Background: an optimization exercise with open tools, aiming at small area, a short achievable clock period and few clock cycles per item. Do not read the settings as production practice.
At most, simulation tests tie the RTL to the original design; equivalence was not proved.
No functional check of the RTL was part of run 2.
Power is estimated from default activity; no workload was simulated.

==> flow/design.v, too long to show whole: its modules and the start of the top module <==
// module PolyMult: 1279 lines
// module PolyMult_x2: 3 lines
// module PolyMult_fa: 3 lines
// module PolyMult_ha: 3 lines
module PolyMult(clk, rst, start, A3, A2, A1, A0, B3, B2, B1, B0, finish, C3, C2, C1, C0);
  // ...
==> flow/flow/run.sh <==
#!/bin/bash
# The standard layout (the standard.sh) with these ORFS variables changed:
#   port buffers: sky130_fd_sc_hd__buf_4, then resized after global placement by their load
#   
# The whole make output goes to standard_flow.log; ORFS keeps each step's log under orfs/logs/.
set -euo pipefail
bash standard.sh BUFFER_PORTS_ARGS='-buffer_cell sky130_fd_sc_hd__buf_4' POST_GLOBAL_PLACE_TCL=$(pwd)/flow/post_gpl.tcl  finish > standard_flow.log 2>&1
==> flow/flow/post_gpl.tcl <==
# After global placement: the output ports drive only a 10 fF load and have
# ample slack, so their port buffers are made the smallest buffer.
foreach inst [get_cells output*] {
  if {[get_property $inst ref_name] eq "sky130_fd_sc_hd__buf_4"} {
    replace_cell $inst sky130_fd_sc_hd__buf_1
  }
}
foreach inst [get_cells input*] {
  if {[get_property $inst ref_name] ne "sky130_fd_sc_hd__buf_4"} continue
  set port [get_full_name [get_nets -of_objects [get_pins [get_full_name $inst]/A]]]
  if {![regexp {^[AB][0-3]\[([0-7])\]$} $port -> bit]} continue
  if {$bit <= 2} {
    replace_cell $inst sky130_fd_sc_hd__buf_8
  } elseif {$bit <= 4} {
    replace_cell $inst sky130_fd_sc_hd__buf_6
  } elseif {$bit >= 6} {
    replace_cell $inst sky130_fd_sc_hd__buf_2
  }
}
==> flow/standard.sh <==
#!/bin/bash
# synth_recipe.tcl (not shown) runs the flow's synth.tcl, then flattens the netlist and writes it again
# the make line also repeats each setting of config.mk as NAME=value (left out here)
make -C /OpenROAD-flow-scripts/flow DESIGN_CONFIG=/design/flow/config.mk WORK_HOME=/design/flow/orfs CLKGATE_MAP_FILE= SYNTH_SCRIPT=/design/flow/synth_recipe.tcl "${@:-finish}"
==> flow/config.mk <==
export PLATFORM = sky130hd
export DESIGN_NAME = PolyMult
export DESIGN_NICKNAME = PolyMult
export VERILOG_FILES = /design/flow/design.v
export SDC_FILE = /design/flow/constraint.sdc
export NUM_CORES = 4
export LEC_CHECK = 0
export CAP_MARGIN = 20
export CORE_MARGIN = 2
export CORE_UTILIZATION = 65
export GPL_ROUTABILITY_DRIVEN = 0
export SLEW_MARGIN = 20
export SYNTH_HIERARCHICAL = 1
export SYNTH_MINIMUM_KEEP_SIZE = 0
==> flow/constraint.sdc <==
create_clock -name core_clock -period 6.0 [get_ports {clk}]
set_input_delay 1.2000 -clock core_clock [delete_from_list [all_inputs] [get_ports {clk}]]
set_output_delay 1.2000 -clock core_clock [all_outputs]
set_load 0.01 [all_outputs]
==> key figures, run 1 <==
Cells and area
  • Multi-input logic portion of the cell area: 0.845
  • Clock-cell share of area: 0.0103
  • Area of all sequential standard cells: 666 um2
  • Share of cell area taken by flip-flops and latches: 0.0466
  • Area of the multi-input gates: 0.0121 mm2
  • Non-clk buf share: 0.0574

Yosys
  • Leading cell type by number of instances after synthesis: sky130_fd_sc_hd__nand2_1
  • Ranking of synthesized cells by instance count: sky130_fd_sc_hd__nand2_1, sky130_fd_sc_hd__fa_1, sky130_fd_sc_hd__xor2_1, sky130_fd_sc_hd__and2_1, sky130_fd_sc_hd__clkbuf_1
  • Multiplexer area fraction after synthesis: 0
  • Top cells by area in the synthesized netlist: sky130_fd_sc_hd__fa_1, sky130_fd_sc_hd__xor2_1, sky130_fd_sc_hd__nand2_1, sky130_fd_sc_hd__and2_1, sky130_fd_sc_hd__ha_1
  • Yosys reg bits: 33
  • Synthesized instance count: 1,455
  • Area fraction of the dominant cell type after synthesis: 0.450
  • Flip-flop cell with the highest count after synthesis: sky130_fd_sc_hd__dfxtp_1
  • Number of synthesized flops with an enable pin: 0
  • Post-Synthesis Net Count: 1,897

GRT
  • Total congestion overflow: 0
  • Met1 capacity usage during global routing: 0.518
  • Largest net degree at the start of global routing: 33
  • Overall routing resource usage: 0.398

STA
  • Period minus WS final: 4.91 ns
  • Slew at the pin closest to its max-slew limit: 0.358 ns
  • Highest achievable clock rate: 203 MHz

Worst setup path
  • Master of the slowest instance on the critical path: sky130_fd_sc_hd__fa_1
  • Maximum fanout along the worst path: 20
  • Worst path max stage delay: 0.53 ns
  • Kind of end point of the critical path: flip-flop
  • Crit path buf inv count: 2

Power
  • Clock Power: 286 uW
  • Group drawing the most power: combinational cells
  • Lkg Pwr: 0.00600 uW
  • Combinational-cell power consumption: 6540 uW
  • Int Pwr: 3630 uW

Floorplan
  • Total die area: 0.0217 mm2
  • Initial Utilization: 0.661
  • TAP cells: 270

Clock tree
  • Deepest clock path buffer count: 2

Routing
  • Total length of routed met3 wires: 5080 um
  • Mean routed wirelength per cell: 23.6 um
  • Residual DRC: 0
  • Detail Route met2 WL: 18,900 um
  • Antenna Nets Post-Route: 0

Placement
  • Placed cells: 1,728

Status
  • Result of the run: no timing/DRC/antenna violations
Testbench counts, summed over its fixed seeds: cycles 804, items 800.
==> run 2, diff against run 1 <==
--- a/flow/design.v
+++ b/flow/design.v
@@ -1,15 +1,27 @@
 `timescale 1ns / 1ps
 module PolyMult(clk, rst, start, A3, A2, A1, A0, B3, B2, B1, B0, finish, C3, C2, C1, C0);
 input clk, rst, start;
 input [7:0] A3, A2, A1, A0, B3 , B2 , B1 , B0;
 output reg finish ;
 output reg [7:0] C3, C2, C1, C0;
 wire [7:0] c0, c1, c2, c3;
+wire [7:0] nA0;
+PolyMult_inv u_nA0 (.a(A0), .y(nA0));
+wire [7:0] nA1;
+PolyMult_inv u_nA1 (.a(A1), .y(nA1));
+wire [7:0] nA3;
+PolyMult_inv u_nA3 (.a(A3), .y(nA3));
+wire [7:0] nB0;
+PolyMult_inv u_nB0 (.a(B0), .y(nB0));
+wire [7:0] nB1;
+PolyMult_inv u_nB1 (.a(B1), .y(nB1));
+wire [7:0] nB3;
+PolyMult_inv u_nB3 (.a(B3), .y(nB3));
 wire p0_1, p0_2, p0_3, p0_4, p0_5, p0_6, p0_7, p0_8, p0_9, p0_10, p0_11, p0_12, p0_13, p0_14, p0_15, p0_16;
 wire p0_17, p0_18, p0_19, p0_20, p0_21, p0_22, p0_23, p0_24, p0_25, p0_26, p0_27, p0_28, p0_29, p0_30, p0_31, p0_32;
 wire p0_33, p0_34, p0_35, p0_36, p0_37, p0_38, p0_39, p0_40, p0_41, p0_42, p0_43, p0_44, p0_45, p0_46, p0_47, p0_48;
 wire p0_49, p0_50, p0_51, p0_52, p0_53, p0_54, p0_55, p0_56, p0_57, p0_58, p0_59, p0_60, p0_61, p0_62, p0_63, p0_64;
 wire p0_65, p0_66, p0_67, p0_68, p0_69, p0_70, p0_71, p0_72, p0_73, p0_74, p0_75, p0_76, p0_77, p0_78, p0_79, p0_80;
 wire p0_81, p0_82, p0_83, p0_84, p0_85, p0_86, p0_87, p0_88, p0_89, p0_90, p0_91, p0_92, p0_93, p0_94, p0_95, p0_96;
 wire p0_97, p0_98, p0_99, p0_100, p0_101, p0_102, p0_103, p0_104, p0_105, p0_106, p0_107, p0_108, p0_109, p0_110, p0_111, p0_112;
 wire p0_113, p0_114, p0_115, p0_116, p0_117, p0_118, p0_119, p0_120, p0_121, p0_122, p0_123, p0_124, p0_125, p0_126, p0_127, p0_128;
@@ -93,52 +105,52 @@
 wire s3_1361, c3_1362, s3_1363, c3_1364, s3_1365, c3_1366, s3_1367, c3_1368, s3_1369, c3_1370, s3_1371, c3_1372, s3_1373, c3_1374, s3_1375, c3_1376;
 wire s3_1377, c3_1378, s3_1379, c3_1380, s3_1381, c3_1382, s3_1383, c3_1384, s3_1385, c3_1386, s3_1387, c3_1388, s3_1389, c3_1390, s3_1391, c3_1392;
 wire s3_1393, c3_1394, s3_1395, c3_1396, s3_1397, c3_1398, s3_1399, c3_1400, s3_1401, c3_1402, s3_1403, c3_1404, s3_1405, c3_1406, s3_1407, c3_1408;
 wire s3_1409, c3_1410, s3_1411, c3_1412, s3_1413, c3_1414, s3_1415, c3_1416, s3_1417, c3_1418, s3_1419, c3_1420, s3_1421, c3_1422, s3_1423, c3_1424;
 wire s3_1425, c3_1426, s3_1427, c3_1428, s3_1429, c3_1430, x3_1431, x3_1432, x3_1433, x3_1434, x3_1435, x3_1436, x3_1437, x3_1438, x3_1439, x3_1440;
 wire x3_1441, x3_1442, x3_1443, x3_1444, x3_1445, x3_1446, x3_1447, x3_1448, x3_1449, x3_1450, x3_1451, x3_1452, x3_1453, x3_1454, x3_1455, x3_1456;
 wire x3_1457, x3_1458, x3_1459, x3_1460, x3_1461, x3_1462, x3_1463, x3_1464, x3_1465, x3_1466, x3_1467, x3_1468, x3_1469, x3_1470, x3_1471, x3_1472;
 wire x3_1473, x3_1474, x3_1475, x3_1476, x3_1477, x3_1478, x3_1479, x3_1480, x3_1481, x3_1482, x3_1483, x3_1484, x3_1485, x3_1486;
-assign p0_1 = A0[0] & B0[0];
-assign p0_2 = A0[0] & B0[1];
-assign p0_3 = A0[0] & B0[2];
-assign p0_4 = A0[0] & B0[3];
-assign p0_5 = A0[0] & B0[4];
-assign p0_6 = A0[0] & B0[5];
-assign p0_7 = A0[0] & B0[6];
-assign p0_8 = A0[0] & B0[7];
-assign p0_9 = A0[1] & B0[0];
-assign p0_10 = A0[1] & B0[1];
-assign p0_11 = A0[1] & B0[2];
-assign p0_12 = A0[1] & B0[3];
-assign p0_13 = A0[1] & B0[4];
-assign p0_14 = A0[1] & B0[5];
-assign p0_15 = A0[1] & B0[6];
-assign p0_16 = A0[2] & B0[0];
-assign p0_17 = A0[2] & B0[1];
-assign p0_18 = A0[2] & B0[2];
-assign p0_19 = A0[2] & B0[3];
-assign p0_20 = A0[2] & B0[4];
-assign p0_21 = A0[2] & B0[5];
-assign p0_22 = A0[3] & B0[0];
-assign p0_23 = A0[3] & B0[1];
-assign p0_24 = A0[3] & B0[2];
-assign p0_25 = A0[3] & B0[3];
-assign p0_26 = A0[3] & B0[4];
-assign p0_27 = A0[4] & B0[0];
-assign p0_28 = A0[4] & B0[1];
-assign p0_29 = A0[4] & B0[2];
-assign p0_30 = A0[4] & B0[3];
-assign p0_31 = A0[5] & B0[0];
-assign p0_32 = A0[5] & B0[1];
-assign p0_33 = A0[5] & B0[2];
-assign p0_34 = A0[6] & B0[0];
-assign p0_35 = A0[6] & B0[1];
-assign p0_36 = A0[7] & B0[0];
+assign p0_1 = ~(nA0[0] | nB0[0]);
+assign p0_2 = ~(nA0[0] | nB0[1]);
+assign p0_3 = ~(nA0[0] | nB0[2]);
+assign p0_4 = ~(nA0[0] | nB0[3]);
+assign p0_5 = ~(nA0[0] | nB0[4]);
+assign p0_6 = ~(nA0[0] | nB0[5]);
+assign p0_7 = ~(nA0[0] | nB0[6]);
+assign p0_8 = ~(nA0[0] | nB0[7]);
+assign p0_9 = ~(nA0[1] | nB0[0]);
+assign p0_10 = ~(nA0[1] | nB0[1]);
+assign p0_11 = ~(nA0[1] | nB0[2]);
+assign p0_12 = ~(nA0[1] | nB0[3]);
+assign p0_13 = ~(nA0[1] | nB0[4]);
+assign p0_14 = ~(nA0[1] | nB0[5]);
+assign p0_15 = ~(nA0[1] | nB0[6]);
+assign p0_16 = ~(nA0[2] | nB0[0]);
+assign p0_17 = ~(nA0[2] | nB0[1]);
+assign p0_18 = ~(nA0[2] | nB0[2]);
+assign p0_19 = ~(nA0[2] | nB0[3]);
+assign p0_20 = ~(nA0[2] | nB0[4]);
+assign p0_21 = ~(nA0[2] | nB0[5]);
+assign p0_22 = ~(nA0[3] | nB0[0]);
+assign p0_23 = ~(nA0[3] | nB0[1]);
+assign p0_24 = ~(nA0[3] | nB0[2]);
+assign p0_25 = ~(nA0[3] | nB0[3]);
+assign p0_26 = ~(nA0[3] | nB0[4]);
+assign p0_27 = ~(nA0[4] | nB0[0]);
+assign p0_28 = ~(nA0[4] | nB0[1]);
+assign p0_29 = ~(nA0[4] | nB0[2]);
+assign p0_30 = ~(nA0[4] | nB0[3]);
+assign p0_31 = ~(nA0[5] | nB0[0]);
+assign p0_32 = ~(nA0[5] | nB0[1]);
+assign p0_33 = ~(nA0[5] | nB0[2]);
+assign p0_34 = ~(nA0[6] | nB0[0]);
+assign p0_35 = ~(nA0[6] | nB0[1]);
+assign p0_36 = ~(nA0[7] | nB0[0]);
 assign p0_37 = ~A1[0] | ~B3[0];
 assign p0_38 = ~A1[0] | ~B3[1];
 assign p0_39 = ~A1[0] | ~B3[2];
 assign p0_40 = ~A1[0] | ~B3[3];
 assign p0_41 = ~A1[0] | ~B3[4];
 assign p0_42 = ~A1[0] | ~B3[5];
 assign p0_43 = ~A1[0] | ~B3[6];
 assign p0_44 = ~A1[0] | ~B3[7];
@@ -386,88 +398,88 @@
 PolyMult_x2 u_x0_366 (.a(x0_363), .b(x0_364), .y(x0_366));
 PolyMult_x2 u_x0_367 (.a(x0_365), .b(x0_366), .y(x0_367));
 PolyMult_x2 u_x0_368 (.a(c0_308), .b(c0_310), .y(x0_368));
 PolyMult_x2 u_x0_369 (.a(x0_367), .b(x0_368), .y(x0_369));
 PolyMult_x2 u_x0_370 (.a(x0_369), .b(c0_312), .y(x0_370));
 PolyMult_x2 u_x0_371 (.a(x0_370), .b(c0_316), .y(x0_371));
 PolyMult_x2 u_x0_372 (.a(c0_314), .b(x0_371), .y(x0_372));
 assign c0 = ({x0_372, s0_315, s0_267, s0_225, s0_195, s0_171, s0_153, s0_147} + {1'b0, s0_313, s0_265, s0_227, s0_193, s0_169, s0_155, s0_145});
-assign p1_373 = A0[0] & B1[0];
-assign p1_374 = A0[0] & B1[1];
-assign p1_375 = A0[0] & B1[2];
-assign p1_376 = A0[0] & B1[3];
-assign p1_377 = A0[0] & B1[4];
-assign p1_378 = A0[0] & B1[5];
-assign p1_379 = A0[0] & B1[6];
-assign p1_380 = A0[0] & B1[7];
-assign p1_381 = A0[1] & B1[0];
-assign p1_382 = A0[1] & B1[1];
-assign p1_383 = A0[1] & B1[2];
-assign p1_384 = A0[1] & B1[3];
-assign p1_385 = A0[1] & B1[4];
-assign p1_386 = A0[1] & B1[5];
-assign p1_387 = A0[1] & B1[6];
-assign p1_388 = A0[2] & B1[0];
-assign p1_389 = A0[2] & B1[1];
-assign p1_390 = A0[2] & B1[2];
-assign p1_391 = A0[2] & B1[3];
-assign p1_392 = A0[2] & B1[4];
-assign p1_393 = A0[2] & B1[5];
-assign p1_394 = A0[3] & B1[0];
-assign p1_395 = A0[3] & B1[1];
-assign p1_396 = A0[3] & B1[2];
-assign p1_397 = A0[3] & B1[3];
-assign p1_398 = A0[3] & B1[4];
-assign p1_399 = A0[4] & B1[0];
-assign p1_400 = A0[4] & B1[1];
-assign p1_401 = A0[4] & B1[2];
-assign p1_402 = A0[4] & B1[3];
-assign p1_403 = A0[5] & B1[0];
-assign p1_404 = A0[5] & B1[1];
-assign p1_405 = A0[5] & B1[2];
-assign p1_406 = A0[6] & B1[0];
-assign p1_407 = A0[6] & B1[1];
-assign p1_408 = A0[7] & B1[0];
-assign p1_409 = A1[0] & B0[0];
-assign p1_410 = A1[0] & B0[1];
-assign p1_411 = A1[0] & B0[2];
-assign p1_412 = A1[0] & B0[3];
-assign p1_413 = A1[0] & B0[4];
-assign p1_414 = A1[0] & B0[5];
-assign p1_415 = A1[0] & B0[6];
-assign p1_416 = A1[0] & B0[7];
-assign p1_417 = A1[1] & B0[0];
-assign p1_418 = A1[1] & B0[1];
-assign p1_419 = A1[1] & B0[2];
-assign p1_420 = A1[1] & B0[3];
-assign p1_421 = A1[1] & B0[4];
-assign p1_422 = A1[1] & B0[5];
-assign p1_423 = A1[1] & B0[6];
-assign p1_424 = A1[2] & B0[0];
-assign p1_425 = A1[2] & B0[1];
-assign p1_426 = A1[2] & B0[2];
-assign p1_427 = A1[2] & B0[3];
-assign p1_428 = A1[2] & B0[4];
-assign p1_429 = A1[2] & B0[5];
-assign p1_430 = A1[3] & B0[0];
-assign p1_431 = A1[3] & B0[1];
-assign p1_432 = A1[3] & B0[2];
-assign p1_433 = A1[3] & B0[3];
-assign p1_434 = A1[3] & B0[4];
-assign p1_435 = A1[4] & B0[0];
-assign p1_436 = A1[4] & B0[1];
-assign p1_437 = A1[4] & B0[2];
-assign p1_438 = A1[4] & B0[3];
-assign p1_439 = A1[5] & B0[0];
-assign p1_440 = A1[5] & B0[1];
-assign p1_441 = A1[5] & B0[2];
-assign p1_442 = A1[6] & B0[0];
-assign p1_443 = A1[6] & B0[1];
-assign p1_444 = A1[7] & B0[0];
+assign p1_373 = ~(nA0[0] | nB1[0]);
+assign p1_374 = ~(nA0[0] | nB1[1]);
+assign p1_375 = ~(nA0[0] | nB1[2]);
+assign p1_376 = ~(nA0[0] | nB1[3]);
+assign p1_377 = ~(nA0[0] | nB1[4]);
+assign p1_378 = ~(nA0[0] | nB1[5]);
+assign p1_379 = ~(nA0[0] | nB1[6]);
+assign p1_380 = ~(nA0[0] | nB1[7]);
+assign p1_381 = ~(nA0[1] | nB1[0]);
+assign p1_382 = ~(nA0[1] | nB1[1]);
+assign p1_383 = ~(nA0[1] | nB1[2]);
+assign p1_384 = ~(nA0[1] | nB1[3]);
+assign p1_385 = ~(nA0[1] | nB1[4]);
+assign p1_386 = ~(nA0[1] | nB1[5]);
+assign p1_387 = ~(nA0[1] | nB1[6]);
+assign p1_388 = ~(nA0[2] | nB1[0]);
+assign p1_389 = ~(nA0[2] | nB1[1]);
+assign p1_390 = ~(nA0[2] | nB1[2]);
+assign p1_391 = ~(nA0[2] | nB1[3]);
+assign p1_392 = ~(nA0[2] | nB1[4]);
+assign p1_393 = ~(nA0[2] | nB1[5]);
+assign p1_394 = ~(nA0[3] | nB1[0]);
+assign p1_395 = ~(nA0[3] | nB1[1]);
+assign p1_396 = ~(nA0[3] | nB1[2]);
+assign p1_397 = ~(nA0[3] | nB1[3]);
+assign p1_398 = ~(nA0[3] | nB1[4]);
+assign p1_399 = ~(nA0[4] | nB1[0]);
+assign p1_400 = ~(nA0[4] | nB1[1]);
+assign p1_401 = ~(nA0[4] | nB1[2]);
+assign p1_402 = ~(nA0[4] | nB1[3]);
+assign p1_403 = ~(nA0[5] | nB1[0]);
+assign p1_404 = ~(nA0[5] | nB1[1]);
+assign p1_405 = ~(nA0[5] | nB1[2]);
+assign p1_406 = ~(nA0[6] | nB1[0]);
+assign p1_407 = ~(nA0[6] | nB1[1]);
+assign p1_408 = ~(nA0[7] | nB1[0]);
+assign p1_409 = ~(nA1[0] | nB0[0]);
+assign p1_410 = ~(nA1[0] | nB0[1]);
+assign p1_411 = ~(nA1[0] | nB0[2]);
+assign p1_412 = ~(nA1[0] | nB0[3]);
+assign p1_413 = ~(nA1[0] | nB0[4]);
+assign p1_414 = ~(nA1[0] | nB0[5]);
+assign p1_415 = ~(nA1[0] | nB0[6]);
+assign p1_416 = ~(nA1[0] | nB0[7]);
+assign p1_417 = ~(nA1[1] | nB0[0]);
+assign p1_418 = ~(nA1[1] | nB0[1]);
+assign p1_419 = ~(nA1[1] | nB0[2]);
+assign p1_420 = ~(nA1[1] | nB0[3]);
+assign p1_421 = ~(nA1[1] | nB0[4]);
+assign p1_422 = ~(nA1[1] | nB0[5]);
+assign p1_423 = ~(nA1[1] | nB0[6]);
+assign p1_424 = ~(nA1[2] | nB0[0]);
+assign p1_425 = ~(nA1[2] | nB0[1]);
+assign p1_426 = ~(nA1[2] | nB0[2]);
+assign p1_427 = ~(nA1[2] | nB0[3]);
+assign p1_428 = ~(nA1[2] | nB0[4]);
+assign p1_429 = ~(nA1[2] | nB0[5]);
+assign p1_430 = ~(nA1[3] | nB0[0]);
+assign p1_431 = ~(nA1[3] | nB0[1]);
+assign p1_432 = ~(nA1[3] | nB0[2]);
+assign p1_433 = ~(nA1[3] | nB0[3]);
+assign p1_434 = ~(nA1[3] | nB0[4]);
+assign p1_435 = ~(nA1[4] | nB0[0]);
+assign p1_436 = ~(nA1[4] | nB0[1]);
+assign p1_437 = ~(nA1[4] | nB0[2]);
+assign p1_438 = ~(nA1[4] | nB0[3]);
+assign p1_439 = ~(nA1[5] | nB0[0]);
+assign p1_440 = ~(nA1[5] | nB0[1]);
+assign p1_441 = ~(nA1[5] | nB0[2]);
+assign p1_442 = ~(nA1[6] | nB0[0]);
+assign p1_443 = ~(nA1[6] | nB0[1]);
+assign p1_444 = ~(nA1[7] | nB0[0]);
 assign p1_445 = ~A2[0] | ~B3[0];
 assign p1_446 = ~A2[0] | ~B3[1];
 assign p1_447 = ~A2[0] | ~B3[2];
 assign p1_448 = ~A2[0] | ~B3[3];
 assign p1_449 = ~A2[0] | ~B3[4];
 assign p1_450 = ~A2[0] | ~B3[5];
 assign p1_451 = ~A2[0] | ~B3[6];
 assign p1_452 = ~A2[0] | ~B3[7];
@@ -786,52 +798,52 @@
 assign p2_843 = ~A2[4] | ~B0[2];
 assign p2_844 = ~A2[4] | ~B0[3];
 assign p2_845 = ~A2[5] | ~B0[0];
 assign p2_846 = ~A2[5] | ~B0[1];
 assign p2_847 = ~A2[5] | ~B0[2];
 assign p2_848 = ~A2[6] | ~B0[0];
 assign p2_849 = ~A2[6] | ~B0[1];
 assign p2_850 = ~A2[7] | ~B0[0];
-assign p2_851 = A3[0] & B3[0];
-assign p2_852 = A3[0] & B3[1];
-assign p2_853 = A3[0] & B3[2];
-assign p2_854 = A3[0] & B3[3];
-assign p2_855 = A3[0] & B3[4];
-assign p2_856 = A3[0] & B3[5];
-assign p2_857 = A3[0] & B3[6];
-assign p2_858 = A3[0] & B3[7];
-assign p2_859 = A3[1] & B3[0];
-assign p2_860 = A3[1] & B3[1];
-assign p2_861 = A3[1] & B3[2];
-assign p2_862 = A3[1] & B3[3];
-assign p2_863 = A3[1] & B3[4];
-assign p2_864 = A3[1] & B3[5];
-assign p2_865 = A3[1] & B3[6];
-assign p2_866 = A3[2] & B3[0];
-assign p2_867 = A3[2] & B3[1];
-assign p2_868 = A3[2] & B3[2];
-assign p2_869 = A3[2] & B3[3];
-assign p2_870 = A3[2] & B3[4];
-assign p2_871 = A3[2] & B3[5];
-assign p2_872 = A3[3] & B3[0];
-assign p2_873 = A3[3] & B3[1];
-assign p2_874 = A3[3] & B3[2];
-assign p2_875 = A3[3] & B3[3];
-assign p2_876 = A3[3] & B3[4];
-assign p2_877 = A3[4] & B3[0];
-assign p2_878 = A3[4] & B3[1];
-assign p2_879 = A3[4] & B3[2];
-assign p2_880 = A3[4] & B3[3];
-assign p2_881 = A3[5] & B3[0];
-assign p2_882 = A3[5] & B3[1];
-assign p2_883 = A3[5] & B3[2];
-assign p2_884 = A3[6] & B3[0];
-assign p2_885 = A3[6] & B3[1];
-assign p2_886 = A3[7] & B3[0];
+assign p2_851 = ~(nA3[0] | nB3[0]);
+assign p2_852 = ~(nA3[0] | nB3[1]);
+assign p2_853 = ~(nA3[0] | nB3[2]);
+assign p2_854 = ~(nA3[0] | nB3[3]);
+assign p2_855 = ~(nA3[0] | nB3[4]);
+assign p2_856 = ~(nA3[0] | nB3[5]);
+assign p2_857 = ~(nA3[0] | nB3[6]);
+assign p2_858 = ~(nA3[0] | nB3[7]);
+assign p2_859 = ~(nA3[1] | nB3[0]);
+assign p2_860 = ~(nA3[1] | nB3[1]);
+assign p2_861 = ~(nA3[1] | nB3[2]);
+assign p2_862 = ~(nA3[1] | nB3[3]);
+assign p2_863 = ~(nA3[1] | nB3[4]);
+assign p2_864 = ~(nA3[1] | nB3[5]);
+assign p2_865 = ~(nA3[1] | nB3[6]);
+assign p2_866 = ~(nA3[2] | nB3[0]);
+assign p2_867 = ~(nA3[2] | nB3[1]);
+assign p2_868 = ~(nA3[2] | nB3[2]);
+assign p2_869 = ~(nA3[2] | nB3[3]);
+assign p2_870 = ~(nA3[2] | nB3[4]);
+assign p2_871 = ~(nA3[2] | nB3[5]);
+assign p2_872 = ~(nA3[3] | nB3[0]);
+assign p2_873 = ~(nA3[3] | nB3[1]);
+assign p2_874 = ~(nA3[3] | nB3[2]);
+assign p2_875 = ~(nA3[3] | nB3[3]);
+assign p2_876 = ~(nA3[3] | nB3[4]);
+assign p2_877 = ~(nA3[4] | nB3[0]);
+assign p2_878 = ~(nA3[4] | nB3[1]);
+assign p2_879 = ~(nA3[4] | nB3[2]);
+assign p2_880 = ~(nA3[4] | nB3[3]);
+assign p2_881 = ~(nA3[5] | nB3[0]);
+assign p2_882 = ~(nA3[5] | nB3[1]);
+assign p2_883 = ~(nA3[5] | nB3[2]);
+assign p2_884 = ~(nA3[6] | nB3[0]);
+assign p2_885 = ~(nA3[6] | nB3[1]);
+assign p2_886 = ~(nA3[7] | nB3[0]);
 PolyMult_fa u_s2_887 (.a(p2_743), .b(p2_779), .c(p2_815), .s(s2_887), .co(c2_888));
 PolyMult_fa u_s2_889 (.a(p2_744), .b(p2_751), .c(p2_780), .s(s2_889), .co(c2_890));
 PolyMult_fa u_s2_891 (.a(p2_787), .b(p2_816), .c(p2_823), .s(s2_891), .co(c2_892));
 PolyMult_fa u_s2_893 (.a(p2_852), .b(p2_859), .c(c2_888), .s(s2_893), .co(c2_894));
 PolyMult_ha u_s2_895 (.a(s2_889), .b(s2_891), .s(s2_895), .co(c2_896));
 assign s2_897 = ~(p2_745 ^ p2_752);
 assign c2_898 = p2_745 | p2_752;
 PolyMult_fa u_s2_899 (.a(p2_758), .b(p2_781), .c(p2_788), .s(s2_899), .co(c2_900));
@@ -1273,16 +1285,19 @@
 	else     finish <= start;
 always @(posedge clk) begin
 	C0 <= c0;
 	C1 <= c1;
 	C2 <= c2;
 	C3 <= c3;
 end
 endmodule
+module PolyMult_inv(input [7:0] a, output [7:0] y);
+assign y = ~a;
+endmodule
 module PolyMult_x2(input a, input b, output y);
 assign y = a ^ b;
 endmodule
 module PolyMult_fa(input a, input b, input c, output s, output co);
 assign {co, s} = a + b + c;
 endmodule
 module PolyMult_ha(input a, input b, output s, output co);
 assign {co, s} = a + b;
==> flow/flow/run.sh (replaced) <==
#!/bin/bash
# The standard layout (the standard.sh) with these ORFS variables changed:
#   port buffers: sky130_fd_sc_hd__buf_4, then output ones resized after global placement
#   
# The whole make output goes to standard_flow.log; ORFS keeps each step's log under orfs/logs/.
set -euo pipefail
bash standard.sh BUFFER_PORTS_ARGS='-buffer_cell sky130_fd_sc_hd__buf_4' POST_GLOBAL_PLACE_TCL=$(pwd)/flow/post_gpl.tcl  finish > standard_flow.log 2>&1
==> flow/flow/post_gpl.tcl (replaced) <==
# After global placement: the output ports drive only a 10 fF load and have
# ample slack, so their port buffers are made the smallest buffer.
foreach inst [get_cells output*] {
  if {[get_property $inst ref_name] eq "sky130_fd_sc_hd__buf_4"} {
    replace_cell $inst sky130_fd_sc_hd__buf_1
  }
}
==> flow/config.mk (replaced) <==
export PLATFORM = sky130hd
export DESIGN_NAME = PolyMult
export DESIGN_NICKNAME = PolyMult
export VERILOG_FILES = /design/flow/design.v
export SDC_FILE = /design/flow/constraint.sdc
export NUM_CORES = 4
export LEC_CHECK = 0
export CAP_MARGIN = 20
export CORE_MARGIN = 2
export CORE_UTILIZATION = 65
export SLEW_MARGIN = 20
export SYNTH_HIERARCHICAL = 1
export SYNTH_MINIMUM_KEEP_SIZE = 0
==> run 2 against run 1 <==
Still clean on timing, DRC and antenna. Area after synthesis decreased by 1.0%. Utilization fell by 0.70 points. Sequential share of layout area is 0.062 points higher. Fmax down 7.9%. Die area down 1.0%. Critical endpoint is now C1[6]. Largest power group unchanged.
==> key figures, run 2 <==
Yosys
  • Post-Synthesis Cell Area: 0.0132 mm2
  • Top cells by area in the synthesized netlist: sky130_fd_sc_hd__fa_1, sky130_fd_sc_hd__xor2_1, sky130_fd_sc_hd__nand2_1, sky130_fd_sc_hd__ha_1, sky130_fd_sc_hd__dfxtp_1
  • Leading cell type by number of instances after synthesis: sky130_fd_sc_hd__nand2_1
  • Post-Synthesis Net Count: 1,935 (+2.0%)
  • Count of synthesis-stage warnings from yosys: 7
  • Yosys reg bits: 33 (unchanged)
  • Number of different library cells in the post-synthesis netlist: 36
  • Area fraction of the dominant cell type after synthesis: 0.455 (+0.00465)
  • Synthesized instance count: 1,493 (+2.6%)
  • Mapped Avg Cell Area: 8.84 um2
  • Number of synthesized flops with an enable pin: 0 (unchanged)
  • Async set or reset register ratio after synthesis: 0.0303
  • Sequential share of the synthesized area: 0.0504
  • Flip-flop cell with the highest count after synthesis: sky130_fd_sc_hd__dfxtp_1
  • Post-synth top area cell: sky130_fd_sc_hd__fa_1
  • Ranking of synthesized cells by instance count: sky130_fd_sc_hd__nand2_1, sky130_fd_sc_hd__fa_1, sky130_fd_sc_hd__xor2_1, sky130_fd_sc_hd__nor2_1, sky130_fd_sc_hd__inv_1

Clock tree
  • Number of CTS-inserted buffers: 5
  • Deepest clock path buffer count: 2 (unchanged)
  • Postcts setup bufs: 0
  • Clock edge transition at the registers on the reported setup and hold paths: 0.06 ns
  • Number of gates resized after CTS: 0
  • Post-CTS Hold Buffers: 0
  • Sink Count: 33
  • Cell chosen for the clock root: sky130_fd_sc_hd__clkbuf_16
  • TritonCTS clock tree: built
  • Clock H-tree levels: 2

Floorplan
  • Total die area: 0.0215 mm2 (-1.0%)
  • Initial Utilization: 0.657 (-0.00464)
  • Number of top-level design ports: 100
  • Die outline height: 147 um
  • Core Rows: 52
  • Die width: 147 um
  • Core ar.: 0.0201 mm2

Worst setup path
  • Maximum fanout along the worst path: 16 (-20%)
  • Kind of end point of the critical path: flip-flop
  • Master of the slowest instance on the critical path: sky130_fd_sc_hd__fa_1
  • Worst path max stage delay: 0.53 ns (about the same)
  • CP Cell Sequence: buf_4 > inv_1 > nor2_1 > fa_1 > fa_1 > fa_1 > ha_1 > fa_1 > ha_1 > fa_1 > ha_1 > inv_1 > o211ai_1 > a311o_1
  • Dominant delay contributor by cell family on the critical path: adder cells
  • Data arrival time of the worst path: 5.52 ns
  • Crit path buf inv count: 3 (+1)
  • Required time of the critical path: 6.18 ns
  • Crit Path Category: input port to flip-flop
  • Type of origin of the critical path: input port
  • Most repeated library cell on the critical path: sky130_fd_sc_hd__fa_1

Power
  • Net switching power: 3720 uW
  • Sw Share: 0.506
  • Max IR drop VDD: 0.00146 V
  • Lkg Pwr: 0.00618 uW (+2.9%)
  • Total power divided by cell area: 521 mW/mm2
  • Fraction of power consumed by combinational cells: 0.897
  • Int Pwr: 3620 uW (-0.17%)
  • Share of power burned in registers: 0.064
  • Proportion of power drawn by the clock network: 0.039
  • Final Total Pwr: 7340 uW

STA
  • Highest achievable clock rate: 187 MHz (-7.9%)
  • Max-slew headroom at the worst pin: 0.536
  • Unrepaired setup endpoints after global routing: false
  • Period minus WS final: 5.33 ns (+0.420 ns)
  • Fin. max-slew vios: 0
  • Number of hold violations in the final report: 0
  • # setup viols final: 0
  • Slew at the pin closest to its max-slew limit: 0.695 ns (+0.337 ns)
  • Setup TNS Final: 0 ns
  • Final critical-path share of the clock period: 0.889
  • Worst Hold Margin: 0.732 ns

Placement
  • Count of port buffers added during placement: 99
  • Post-detail-place hpwl: 29,000 um

Cells and area
  • Filler instances: 1,644
  • Final design utilization: 0.701
  • Most common library cell in the layout ignoring fill and taps: sky130_fd_sc_hd__nand2_1
  • Ant. Diodes: 0
  • Area of the multi-input gates: 0.0118 mm2 (-2.3%)
  • Area growth, synth to finish: 6.77%
  • Area of all sequential standard cells: 666 um2 (unchanged)
  • Proportion of layout cells with a drive suffix above 1: 0.0752
  • Highest-count cells in the layout ignoring fill and taps: sky130_fd_sc_hd__nand2_1, sky130_fd_sc_hd__fa_1, sky130_fd_sc_hd__xor2_1, sky130_fd_sc_hd__nor2_1, sky130_fd_sc_hd__inv_1
  • Layout net count: 1,970

GRT
  • Number of global-route vias before repair: 11,400
  • Largest net degree at the start of global routing: 33 (unchanged)
  • Overall routing resource usage: 0.402 (+0.00337)
  • Initial antenna violation count: 0
  • Total congestion overflow: 0 (unchanged)
  • Global-route wire length before repair: 64,300 um

Routing
  • Via/cell ratio: 6.06
  • Via count: 10,900
  • Final Routed Wirelength: 41,400 um
  • Mean routed wirelength per cell: 23.0 um (-2.3%)
  • Antenna Nets Post-Route: 0 (unchanged)
  • Residual DRC: 0 (unchanged)
  • Number of DRC markers after the initial detailed-route iteration: 1,205
  • Number of iterations in the first detailed-routing pass: 6

Run
  • Count of maximum capacitance violations: 0

Status
  • Result of the run: no timing/DRC/antenna violations

Hold path
  • Hold WC Path Type: input port to asynchronous set/reset pin
## run 2: cell types whose count changed after synthesis, sizes merged
cell,delta
and2,-127
nor2,+127
inv,+48
nand2,-17
or2,+17
clkbuf,-10
## run 2: per-stage QoR
stage	instance area, um2	worst slack (ns)	instances
floorplan	13200	0.669	1493
global route	14100	0.535	1799
detailed placement	13900	0.398	1791
CTS	14100	0.701	1799
finish	14100	0.666	1799
global placement	14100	0.434	1791
## run 2: final timing paths
kind / slack, ns / start / to / cells past startpoint
min in group core_clock: 1.01 / start / finish / 1
setup / recovery: 0.67 / B0[0] / C1[6] / 14
max in group asynchronous: 5.18 / rst / finish / 2
hold / removal: 0.73 / rst / finish / 2
## run 2: metal layers
metal | part of all wire | vias up | wire [um] | GRT usage
li1 | - | 4488 | - | -
met1 | 0.38 | 5380 | 15700 | 0.559
met2 | 0.44 | 869 | 18100 | 0.604
met3 | 0.14 | 167 | 5690 | 0.106
met4 | 0.046 | 0 | 1900 | 0.167
met5 | 0 | - | 0 | 0
## run 2: power groups by stage
stage               Sequential, uW  Combinational, uW  Clock [uW]
global placement               477               6420           0
floorplan                      536               5210           0
CTS                            470               6610         290
finish                         470               6580         286
global route                   477               7390         296
detailed placement             475               6550           0
## run 2: logic make-up after synthesis
| family | count (synthesis) | synth area share |
|---|---|---|
| AOI/OAI and AO/OA | 38 | 0.0220 |
| xor gates and xnor gates | 240 | 0.159 |
| adders and majority gates | 375 | 0.526 |
| buffers and inverters | 200 | 0.0569 |
| DFF | 33 | 0.0504 |
| and+or+nand+nor | 607 | 0.185 |
## run 2: final cells by class
cell class / instances / area share
multi-input cells: 1260 / 0.836
flip-flops and latches: 33 / 0.0472
inverters: 114 / 0.0304
clock buffers: 8 / 0.0104
repair buffers: 114 / 0.0519
well taps: 270 / 0.0240
## run 2: modules after synthesis (local to each module, per instance)
module / flops+latches / cell area (um2) / cells inside / times used
PolyMult: 33 / 4870 / 905 / 1
PolyMult_x2: 0 / 8.76 / 1 / 220
PolyMult_fa: 0 / 20.0 / 1 / 296
PolyMult_inv: 0 / 30.0 / 8 / 6
PolyMult_ha: 0 / 12.5 / 1 / 24

re-timing with driven ports:
The flow's constraints put no driver on any port. The routed layouts listed below were extracted and timed again, unchanged, in two steps. Step 1 (the two cells are an assumption about what drives the block):
set clk [get_ports {clk}]
set_driving_cell -lib_cell sky130_fd_sc_hd__clkbuf_16 $clk
set_driving_cell -lib_cell sky130_fd_sc_hd__buf_2 [delete_from_list [all_inputs] $clk]
Step 2 adds t to the input delays and takes it off the output delays; t is the mean of the earliest and latest rising clock arrival at the registers after step 1. Input paths then give back, and output paths get back, about the clock's delay inside the block. Three values: no drivers, after step 1, after step 2; two values: the first two.
run	shift t [ns]	slack for setup (ns)	worst hold slack (ns)
run 1	0.349	1.086 / 1.086 / 0.737	0.727 / 0.700 / 1.049
run 2	0.346	0.666 / 0.675 / 0.329	0.732 / 0.705 / 1.051
After both steps every run listed still meets setup and hold. For run 1, which loses most, drivers alone change the setup slack by 0.000 ns; drivers and shift together by -0.349 ns.
